Background: an optimization exercise with open tools, aiming at small area, a short achievable clock period and few clock cycles. Do not read the settings as production practice. RTL that was checked went through simulation tests only; none was proved equivalent to the original. The clock port is modelled as an ideal driver, which makes a skipped or thinned clock tree look cheaper than it is; a real chip needs a root buffer or a tree. Power and IR drop assume default switching activity.

Setup of cedar:
==> module LZ77_Encoder, before the edit <==
module LZ77_Encoder(clk,reset,chardata,valid,encode,finish,offset,match_len,char_nxt);
input               clk;
input               reset;
input       [7:0]   chardata;
output  reg         valid;
output              encode;
output  reg         finish;
output  reg [3:0]   offset;
output  reg [2:0]   match_len;
output      [7:0]   char_nxt;
reg  [7:0] hist [0:9];
reg  [3:0] age;
reg  [8:0] dead;
reg  [2:0] k;
integer j;
assign encode   = 1'b1;
assign char_nxt = hist[1];
reg  [8:0] hv;
always @(*) begin
    case (age)
        4'd0, 4'd1: hv = 9'b000000000;
        4'd2:       hv = 9'b000000001;
        4'd3:       hv = 9'b000000011;
        4'd4:       hv = 9'b000000111;
        4'd5:       hv = 9'b000001111;
        4'd6:       hv = 9'b000011111;
        4'd7:       hv = 9'b000111111;
        4'd8:       hv = 9'b001111111;
        4'd9:       hv = 9'b011111111;
        default:    hv = 9'b111111111;
    endcase
end
wire [8:0] eq;
genvar g;
generate
    for (g = 1; g <= 9; g = g + 1) begin : cmp
        assign eq[g-1] = hv[g-1] & (hist[0] == hist[g]);
    end
endgenerate
wire [8:0] nm   = ~dead & eq;
wire       emit = (nm == 9'd0) | (k == 3'd7);
wire       live = (age != 4'd0);
wire       last = live & (hist[0] == 8'h24);
reg  [3:0] best;
always @(*) begin
    best = 4'd0;
    for (j = 0; j < 9; j = j + 1)
        if (!dead[j]) best = j;
end
wire [2:0] k_inc = {k[2] ^ (k[1] & k[0]), k[1] ^ k[0], ~k[0]};
wire [3:0] age_inc = (age == 4'd10) ? age :
                     {age[3] ^ (age[2] & age[1] & age[0]), age[2] ^ (age[1] & age[0]),
                      age[1] ^ age[0], ~age[0]};
always @(posedge clk) begin
    hist[0] <= chardata;
    for (j = 1; j <= 9; j = j + 1)
        hist[j] <= hist[j-1];
    match_len <= k;
    offset    <= (k == 3'd0) ? 4'd0 : best;
    valid     <= ~reset & live & emit & ~finish;
    finish    <= ~reset & (finish | last);
end
always @(posedge clk or posedge reset) begin
    if (reset)
        age <= 4'd0;
    else
        age <= age_inc;
end
always @(posedge clk) begin
    if (emit) begin
        dead <= 9'd0;
        k    <= 3'd0;
    end else begin
        dead <= ~nm;
        k    <= k_inc;
    end
end
endmodule
clock: 10.0 ns
lec_check: 0
cap_margin: 20
core_margin: 2
core_utilization: 50
place_density: 0.6
slew_margin: 20
standard.sh (not shown) runs the stock make flow with config.mk's settings and CLKGATE_MAP_FILE= SYNTH_SCRIPT=/design/flow/synth_recipe.tcl, a recipe that flattens the netlist after the stock synthesis.
==> flow/flow/run.sh <==
#!/bin/bash
# Standard ORFS layout, except: small fast port buffers, a tighter setup repair
# target, and a hand-built one-level clock tree (flow/manual_cts.tcl) in place of TritonCTS.
set -euo pipefail
KNOBS=$(cat flow/knobs.txt)
eval bash standard.sh $KNOBS PRE_CTS_TCL=$PWD/flow/manual_cts.tcl finish > standard_flow.log 2>&1
Other scripts of this flow, unchanged in this note and not shown: flow/flow/knobs.txt, flow/flow/manual_cts.tcl
### cedar -> oak
==> flow/design.v <==
module LZ77_Encoder(clk,reset,chardata,valid,encode,finish,offset,match_len,char_nxt);
input               clk;
input               reset;
input       [7:0]   chardata;
output  reg         valid;
output              encode;
output  reg         finish;
output  reg [3:0]   offset;
output  reg [2:0]   match_len;
output      [7:0]   char_nxt;
reg  [7:0] hist [0:9];
reg  [8:0] dead;
reg  [2:0] k;
integer j;
assign encode   = 1'b1;
assign char_nxt = hist[1];
reg  [9:0] hv;
wire [8:0] eq;
genvar g;
generate
    for (g = 1; g <= 9; g = g + 1) begin : cmp
        assign eq[g-1] = hv[g] & (hist[0] == hist[g]);
    end
endgenerate
wire [8:0] nm   = ~dead & eq;
wire       emit = (nm == 9'd0) | (k == 3'd7);
wire       live = hv[0];
wire       last = live & (hist[0] == 8'h24);
reg  [3:0] best;
always @(*) begin
    best = 4'd0;
    for (j = 0; j < 9; j = j + 1)
        if (!dead[j]) best = j;
end
wire [2:0] k_inc = {k[2] ^ (k[1] & k[0]), k[1] ^ k[0], ~k[0]};
always @(posedge clk) begin
    hist[0] <= chardata;
    for (j = 1; j <= 9; j = j + 1)
        hist[j] <= hist[j-1];
    match_len <= k;
    offset    <= best & {4{|k}};
    valid     <= ~reset & live & emit & ~finish;
    finish    <= ~reset & (finish | last);
end
always @(posedge clk or posedge reset) begin
    if (reset)
        hv <= 10'd0;
    else
        hv <= {hv[8:0], 1'b1};
end
always @(posedge clk) begin
    if (emit) begin
        dead <= 9'd0;
        k    <= 3'd0;
    end else begin
        dead <= ~nm;
        k    <= k_inc;
    end
end
endmodule
Compared with cedar, in oak post-synthesis share of cell area spent on full adders, half adders and majority gates fell 1.8 points, number of vias per cell moved down.
Aggregate routed wire length went down by more than 10% going from cedar to oak.
Going from cedar to oak, the growth of design area from synthesis to finish was found to have gone up by 0.65 points.
oak vs. cedar: die area decreased about 1.2%, overall power consumption higher, utilization about even.
Taking cedar as the reference, in oak met1 wire length has decreased; insertion delay of the later-clocked pin in the worst-skew pair now sits at about the same level; maximum cell stage delay along the critical path held steady.
Summary of oak over cedar: area of all placed cells without fillers moved down, multi-input logic cell count moved down.
| fmax | oak vs cedar | ≈ equal |
No run of this note included a check of the RTL's function; only the layout flow was run. No run of this note takes its clock network from TritonCTS; it comes from the design's own scripts or RTL.

* * *

Setup of run C:
Another version of the RTL of LZ77_Encoder (not shown whole).
Size in the first run: about 290 cells after synthesis, about 110 flip-flops, ~3500 sq um of cells after synthesis.
==> module LZ77_Encoder, before the edit <==
module LZ77_Encoder(clk,reset,chardata,valid,encode,finish,offset,match_len,char_nxt);
input               clk;
input               reset;
input       [7:0]   chardata;
output  reg         valid;
output              encode;
output  reg         finish;
output  reg [3:0]   offset;
output  reg [2:0]   match_len;
output      [7:0]   char_nxt;
reg  [7:0] hist [0:9];
reg  [8:0] dead;
reg  [2:0] k;
integer j;
assign encode   = 1'b1;
assign char_nxt = hist[1];
reg  [9:0] hv;
wire [8:0] eq;
genvar g;
generate
    for (g = 1; g <= 9; g = g + 1) begin : cmp
        assign eq[g-1] = hv[g] & (hist[0] == hist[g]);
    end
endgenerate
wire [8:0] nm   = ~dead & eq;
wire       emit = (nm == 9'd0) | (k == 3'd7);
wire       live = hv[0];
wire       last = live & (hist[0] == 8'h24);
reg  [3:0] best;
always @(*) begin
    best = 4'd0;
    for (j = 0; j < 9; j = j + 1)
        if (!dead[j]) best = j;
end
wire [2:0] k_inc = {k[2] ^ (k[1] & k[0]), k[1] ^ k[0], ~k[0]};
always @(posedge clk) begin
    hist[0] <= chardata;
    for (j = 1; j <= 9; j = j + 1)
        hist[j] <= hist[j-1];
    match_len <= k;
    offset    <= best & {4{|k}};
    valid     <= ~reset & live & emit & ~finish;
    finish    <= ~reset & (finish | last);
end
reg  [9:0] hs;
always @(*) begin
    for (j = 0; j < 10; j = j + 1)
        hv[j] = (j % 2) ? ~hs[j] : hs[j];
end
always @(posedge clk) begin
    hs[0] <= ~reset;
    for (j = 1; j < 10; j = j + 1)
        if (j % 2) hs[j] <= ~(~reset & hs[j-1]);
        else       hs[j] <= ~(reset | hs[j-1]);
end
always @(posedge clk) begin
    if (emit) begin
        dead <= 9'd0;
        k    <= 3'd0;
    end else begin
        dead <= ~nm;
        k    <= k_inc;
    end
end
endmodule
clock: 10.0 ns
lec_check: 0
cap_margin: 20
core_margin: 2
core_utilization: 50
place_density: 0.6
slew_margin: 20
==> flow/flow/knobs.txt <==
BUFFER_PORTS_ARGS='-buffer_cell sky130_fd_sc_hd__buf_2' MATCH_CELL_FOOTPRINT=0 SETUP_SLACK_MARGIN=7.3 MCTS_NBUF=4 MCTS_BUF=sky130_fd_sc_hd__buf_12
==> flow/flow/manual_cts.tcl <==
set nbuf $::env(MCTS_NBUF)
set bufm $::env(MCTS_BUF)
set block [ord::get_db_block]
set db [ord::get_db]
set master [$db findMaster $bufm]
set clknet [$block findNet clk]
set sinks [$clknet getITerms]
puts "manual_cts: [llength $sinks] clock sinks, $nbuf x $bufm"

set pts {}
foreach it $sinks {
  set bb [[$it getInst] getBBox]
  lappend pts [list [expr {([$bb xMin] + [$bb xMax]) / 2}] [expr {([$bb yMin] + [$bb yMax]) / 2}]]
}

proc mcts_cmp {axis a b} {
  global mcts_pts
  return [expr {[lindex $mcts_pts $a $axis] - [lindex $mcts_pts $b $axis]}]
}

proc mcts_bisect {ids parts} {
  global mcts_pts
  if {$parts == 1} { return [list $ids] }
  set xs [lsort -integer [lmap i $ids {lindex $mcts_pts $i 0}]]
  set ys [lsort -integer [lmap i $ids {lindex $mcts_pts $i 1}]]
  set axis [expr {([lindex $xs end] - [lindex $xs 0]) >= ([lindex $ys end] - [lindex $ys 0]) ? 0 : 1}]
  set sorted [lsort -command [list mcts_cmp $axis] $ids]
  set p1 [expr {$parts / 2}]
  set h [expr {([llength $sorted] * $p1 + $parts / 2) / $parts}]
  return [concat [mcts_bisect [lrange $sorted 0 [expr {$h - 1}]] $p1] \
                 [mcts_bisect [lrange $sorted $h end] [expr {$parts - $p1}]]]
}

set ::mcts_pts $pts
set ids {}
for {set i 0} {$i < [llength $pts]} {incr i} { lappend ids $i }
set groups [mcts_bisect $ids $nbuf]

set c 0
foreach grp $groups {
  set inst [odb::dbInst_create $block $master "mcts_buf_$c"]
  set net [odb::dbNet_create $block "mcts_clk_$c"]
  $net setSigType CLOCK
  [$inst findITerm A] connect $clknet
  [$inst findITerm X] connect $net
  set sx 0; set sy 0
  foreach i $grp {
    set it [lindex $sinks $i]
    $it disconnect
    $it connect $net
    incr sx [lindex $pts $i 0]; incr sy [lindex $pts $i 1]
  }
  set k [llength $grp]
  set x [expr {$sx / $k - [$master getWidth] / 2}]
  set y [expr {$sy / $k - [$master getHeight] / 2}]
  $inst setLocation $x $y
  $inst setPlacementStatus PLACED
  puts "manual_cts: buffer $c at ($x, $y) drives $k sinks"
  incr c
}
$clknet setSigType CLOCK

# TritonCTS is not run.
rename clock_tree_synthesis orig_clock_tree_synthesis
proc clock_tree_synthesis {args} { puts "manual_cts: TritonCTS skipped" }
Scripts as last shown in full above: flow/flow/run.sh
Changes in run E relative to run C:
--- a/flow/design.v
+++ b/flow/design.v
@@ -9,5 +9,7 @@
 output  reg [2:0]   match_len;
 output      [7:0]   char_nxt;
-reg  [7:0] hist [0:9];
+reg  [7:0] hist [0:8];
+reg  [8:0] hv;
+reg        eq9;
 reg  [8:0] dead;
 reg  [2:0] k;
@@ -15,15 +17,15 @@
 assign encode   = 1'b1;
 assign char_nxt = hist[1];
-reg  [9:0] hv;
 wire [8:0] eq;
 genvar g;
 generate
-    for (g = 1; g <= 9; g = g + 1) begin : cmp
+    for (g = 1; g <= 8; g = g + 1) begin : cmp
         assign eq[g-1] = hv[g] & (hist[0] == hist[g]);
     end
 endgenerate
+assign eq[8] = eq9;
+wire       live = hv[0];
 wire [8:0] nm   = ~dead & eq;
-wire       emit = (nm == 9'd0) | (k == 3'd7);
-wire       live = hv[0];
+wire       emit = (nm == 9'd0) | (k == 3'd7) | ~live;
 wire       last = live & (hist[0] == 8'h24);
 reg  [3:0] best;
@@ -36,19 +38,20 @@
 always @(posedge clk) begin
     hist[0] <= chardata;
-    for (j = 1; j <= 9; j = j + 1)
+    for (j = 1; j <= 8; j = j + 1)
         hist[j] <= hist[j-1];
+    eq9       <= hv[8] & (chardata == hist[8]);
     match_len <= k;
-    offset    <= best & {4{|k}};
+    offset    <= (k == 3'd0) ? 4'd0 : best;
     valid     <= ~reset & live & emit & ~finish;
     finish    <= ~reset & (finish | last);
 end
-reg  [9:0] hs;
+reg  [8:0] hs;
 always @(*) begin
-    for (j = 0; j < 10; j = j + 1)
+    for (j = 0; j < 9; j = j + 1)
         hv[j] = (j % 2) ? ~hs[j] : hs[j];
 end
 always @(posedge clk) begin
     hs[0] <= ~reset;
-    for (j = 1; j < 10; j = j + 1)
+    for (j = 1; j < 9; j = j + 1)
         if (j % 2) hs[j] <= ~(~reset & hs[j-1]);
         else       hs[j] <= ~(reset | hs[j-1]);
Notes after the runs:
Combinational group share of total power delta for run E relative to run C: 0.9 points higher. Of run C and run E, the higher register-to-register setup slack belongs to run E. Taking run C over run E, the combinational gate power ratio works out to 0.876. Between run C and run E, the ratio of final minimum period to clock period figures differ only marginally. Post-synthesis xor/xnor area fraction: run E vs run C up 0.28 points. [compare] base=run C new=run E: worst setup slack after layout saw little to no change; cell count fell 6.7%.
Testbench counts of run E, summed over its fixed seeds: cycles 49,224.
The RTL of run C was laid out without a check of its function. In every run of this note, the design's own scripts or RTL, not TritonCTS, make the clock network.

==> port drivers added, routing unchanged <==
How much do the figures lean on ideal ports? The routed layouts below were timed once more, with nothing changed but the port constraints. Step 1 assumes that a clkbuf_16 drives the clock port and a buf_2 every other input. Step 2 times the ports against the registers' clock, not the clock port: input delays grow and output delays shrink by t, the midpoint of the rising clock arrivals with the driver on. Slacks: no drivers / after step 1 / after step 2; pairs: no drivers / after step 1.
run	t, ns	setup slack, ns	worst slew at a driven data input, ns
cedar	0.212	7.345 / 7.264 / 7.477	0.03
oak	0.215	7.340 / 7.258 / 7.473	0.03
run C	0.214	7.339 / 7.256 / 7.362	0.03
run E	0.211	7.339 / 7.258 / 7.187	0.03
After both steps every run listed still meets setup and hold. For run E, which loses most, drivers alone change the setup slack by -0.081 ns; drivers and shift together by -0.152 ns.
